Context: an optimization exercise on an open-source flow, tuned for small area. The choices shown serve that exercise and are no tape-out recipe.

Setup of v6:
==> flow/design.v <==
module leading_zero_cnt (input [63:0] x, output logic [5:0] lz, output logic zero);
logic [15:0] z4; logic [15:0][1:0] c4;
logic [7:0] z8; logic [7:0][2:0] c8;
logic [3:0] z16; logic [3:0][3:0] c16;
logic [1:0] z32; logic [1:0][4:0] c32;
always_comb begin
    for (int i = 0; i < 16; i++) begin
        logic [3:0] n; n = x[4*i +: 4];
        z4[i] = ~|n;
        c4[i] = n[3] ? 2'd0 : n[2] ? 2'd1 : n[1] ? 2'd2 : 2'd3;
    end
    for (int i = 0; i < 8; i++) begin
        z8[i] = z4[2*i+1] & z4[2*i];
        c8[i] = z4[2*i+1] ? {1'b1, c4[2*i]} : {1'b0, c4[2*i+1]};
    end
    for (int i = 0; i < 4; i++) begin
        z16[i] = z8[2*i+1] & z8[2*i];
        c16[i] = z8[2*i+1] ? {1'b1, c8[2*i]} : {1'b0, c8[2*i+1]};
    end
    for (int i = 0; i < 2; i++) begin
        z32[i] = z16[2*i+1] & z16[2*i];
        c32[i] = z16[2*i+1] ? {1'b1, c16[2*i]} : {1'b0, c16[2*i+1]};
    end
    zero = z32[1] & z32[0];
    lz = z32[1] ? {1'b1, c32[0]} : {1'b0, c32[1]};
end
endmodule
module fp32_converter (
    input  [50:0] t,
    input  [7:0]  xmax,
    output [31:0] fp32
);
logic        sign;
logic [49:0] a;
logic [5:0]  lz;
logic        zero;
logic [48:0] norm;
logic [7:0]  exp_out;
logic [22:0] frac;
assign sign = ~t[50];
assign a    = sign ? -t[49:0] : t[49:0];
leading_zero_cnt lzc_inst (.x({a, 14'b0}), .lz(lz), .zero(zero));
assign norm    = a[48:0] << lz[4:0];
assign frac    = (lz > 6'd26) ? 23'd0 : norm[48:26];
assign exp_out = zero ? xmax - 8'd46 : xmax + 8'd3 - {2'b00, lz};
assign fp32 = {sign, exp_out, frac};
endmodule
module ge9 (
    input  [8:0] a,
    input  [8:0] b,
    output       ge
);
logic [8:0] g, p, c;
always_comb begin
    g = a & ~b;
    p = a | ~b;
    c[0] = p[0];
    for (int i = 1; i < 9; i++) c[i] = g[i] | (p[i] & c[i-1]);
end
assign ge = c[8];
endmodule
module exp_max (
    input  [7:0][7:0]   ex,
    output logic [7:0]  xmax
);
logic [7:0][8:0] k;
logic [3:0][8:0] q;
logic [3:0]      l1;
logic            ge01, ge02, ge03, ge12, ge13, ge23;
logic [3:0]      win;
always_comb
    for (int i = 0; i < 8; i++) k[i] = {~&ex[i], ex[i]};
for (genvar i = 0; i < 4; i++) begin : g_pair
    ge9 c (.a(k[2*i]), .b(k[2*i+1]), .ge(l1[i]));
    assign q[i] = l1[i] ? k[2*i] : k[2*i+1];
end
ge9 c01 (.a(q[0]), .b(q[1]), .ge(ge01));
ge9 c02 (.a(q[0]), .b(q[2]), .ge(ge02));
ge9 c03 (.a(q[0]), .b(q[3]), .ge(ge03));
ge9 c12 (.a(q[1]), .b(q[2]), .ge(ge12));
ge9 c13 (.a(q[1]), .b(q[3]), .ge(ge13));
ge9 c23 (.a(q[2]), .b(q[3]), .ge(ge23));
assign win[0] =  ge01 &  ge02 &  ge03;
assign win[1] = ~ge01 &  ge12 &  ge13;
assign win[2] = ~ge02 & ~ge12 &  ge23;
assign win[3] = ~ge03 & ~ge13 & ~ge23;
always_comb begin
    xmax = '0;
    for (int i = 0; i < 4; i++) xmax |= q[i][7:0] & {8{win[i]}};
end
endmodule
module csa_row #(
    parameter int unsigned W = 51
) (
    input  [W-1:0] a,
    input  [W-1:0] b,
    input  [W-1:0] c,
    output [W-1:0] sm,
    output [W-1:0] cy
);
logic [W-1:0] maj;
assign sm  = a ^ b ^ c;
assign maj = (a & b) | (a & c) | (b & c);
assign cy  = {maj[W-2:0], 1'b0};
endmodule
module align (
    input               s,
    input        [23:0] m,
    input        [5:0]  d,
    output logic [47:0] u
);
logic [46:0] v [0:6];
always_comb begin
    v[0] = {m, 23'b0};
    for (int k = 0; k < 6; k++) begin
        for (int j = 0; j < 47; j++)
            v[k+1][j] = d[k] ? ((j + (1 << k) < 47) ? v[k][j + (1 << k)] : 1'b0) : v[k][j];
    end
    u[46:0] = v[6] ^ {47{s}};
    u[47]   = ~s;
end
endmodule
module fp_adder_tree #(
    parameter int unsigned N = 8
) (
    input clk,
    input rst_n,
    input            in_valid,
    input [32*N-1:0] fp_in,
    output           out_valid,
    output [31:0]    out
);
localparam int W = 51;    
logic [N-1:0][7:0]  ex;      
logic [N-1:0][7:0]  d;       
logic [N-1:0]       s;
logic [N-1:0][23:0] m;
logic [7:0]         xmax;    
always_comb begin
    for (int i = 0; i < N; i++) begin
        s[i]  = fp_in[32*i+31];
        ex[i] = (fp_in[32*i+23 +: 8] == 8'd0) ? 8'd1 : fp_in[32*i+23 +: 8];
        m[i]  = {fp_in[32*i+23 +: 8] != 8'd0, fp_in[32*i +: 23]};
    end
end
exp_max exp_max_inst (.ex(ex), .xmax(xmax));
always_comb
    for (int i = 0; i < N; i++) d[i] = xmax - ex[i];
logic [N-1:0][23:0] m_r;
logic [N-1:0][5:0]  d_r;
logic [N-1:0]       s_r;
logic [7:0]         xmax_r;
logic               valid_r;
always_ff @(posedge clk) begin
    for (int i = 0; i < N; i++) begin
        m_r[i] <= (d[i] >= 8'd48) ? 24'd0 : m[i];
        d_r[i] <= d[i][5:0];
    end
    s_r    <= s;
    xmax_r <= xmax;
end
logic [N-1:0][47:0] u;       
logic [3:0]         nneg;    
for (genvar i = 0; i < N; i++) begin : g_align
    align align_inst (.s(s_r[i]), .m(m_r[i]), .d(d_r[i]), .u(u[i]));
end
always_comb begin
    nneg = '0;
    for (int i = 0; i < N; i++) nneg = nneg + s_r[i];
end
logic [8:0][W-1:0] r0;
logic [5:0][W-1:0] r1;
logic [3:0][W-1:0] r2;
logic [2:0][W-1:0] r3;
logic [1:0][W-1:0] r4;
always_comb begin
    for (int i = 0; i < N; i++) r0[i] = W'(u[i]);
    r0[8] = W'(nneg);
end
csa_row #(W) c10 (r0[0], r0[1], r0[2], r1[0], r1[1]);
csa_row #(W) c11 (r0[3], r0[4], r0[5], r1[2], r1[3]);
csa_row #(W) c12 (r0[6], r0[7], r0[8], r1[4], r1[5]);
csa_row #(W) c20 (r1[0], r1[1], r1[2], r2[0], r2[1]);
csa_row #(W) c21 (r1[3], r1[4], r1[5], r2[2], r2[3]);
csa_row #(W) c30 (r2[0], r2[1], r2[2], r3[0], r3[1]);
assign r3[2] = r2[3];
csa_row #(W) c40 (r3[0], r3[1], r3[2], r4[0], r4[1]);
logic [W-1:0] t_r;
logic [7:0]   xmax_r2;
logic         valid_r2;
always_ff @(posedge clk) begin
    t_r     <= r4[0] + r4[1];
    xmax_r2 <= xmax_r;
end
always_ff @(posedge clk) begin
    if (!rst_n) begin
        valid_r  <= 1'b0;
        valid_r2 <= 1'b0;
    end else begin
        valid_r  <= in_valid;
        valid_r2 <= valid_r;
    end
end
fp32_converter conv_inst (
    .t     (t_r),
    .xmax  (xmax_r2),
    .fp32  (out)
);
assign out_valid = valid_r2;
endmodule
make LEC_CHECK=0 CAP_MARGIN=20 CORE_MARGIN=2 CORE_UTILIZATION=40 GPL_TIMING_DRIVEN=0 SLEW_MARGIN=20 finish   # period 8.5 ns
run.sh (not shown) runs the stock make flow with config.mk's settings and CLKGATE_MAP_FILE= SYNTH_SCRIPT=/design/flow/synth_recipe.tcl, a recipe that flattens the netlist after the stock synthesis.
What the final checks of v6 revealed, after a flow that finished every stage, was a layout that fails on negative setup slack.
Changes in v7 relative to v6:
# v6
export LEC_CHECK = 0
export CAP_MARGIN = 20
export CORE_MARGIN = 2
export CORE_UTILIZATION = 40
export GPL_TIMING_DRIVEN = 0
export SLEW_MARGIN = 20
create_clock -name core_clock -period 8.5 [get_ports {clk}]
# v7
export LEC_CHECK = 0
export CAP_MARGIN = 20
export CORE_MARGIN = 2
export CORE_UTILIZATION = 40
export SLEW_MARGIN = 20
create_clock -name core_clock -period 8.5 [get_ports {clk}]
[summary]
- Looking at delay of the slowest cell on the worst path across v7 and v6, the one that comes out lower is v7.
- v7 ran in full, but the layout does not pass; the checks complain about negative setup slack.
- Looking at worst max-slew margin expressed relative to the limit, v7 sits 3.5 points higher than v6 does.
- Changes observed in v7 relative to v6: wire length per cell after detailed routing fell 2.7%.
No run of this note included a check of the RTL's function; only the layout flow was run.

==> re-timing with driven ports <==
In the flow no input, the clock included, has a driving cell. The finished layouts below were timed again as built, in two steps.
Step 1 assumes that a clkbuf_16 drives the clock port and a buf_2 every other input.
Step 2 times the ports against the registers' clock, not the clock port: input delays grow and output delays shrink by t, the midpoint of the rising clock arrivals with the driver on.
Slacks: ideal ports / drivers / drivers and shift; pairs: ideal ports / drivers.
run	shift t [ns]	slack for setup (ns)	worst hold slack (ns)	worst setup path at the end	cell pins on the clock port's net
v6	0.653	-0.103 / -0.103 / -0.532	0.331 / 0.331 / 0.331	input to register	1
v7	0.656	-0.019 / -0.019 / -0.114	0.329 / 0.329 / 0.329	input to register	1
For v6, which loses most, drivers alone change the setup slack by 0.000 ns; drivers and shift together by -0.429 ns.
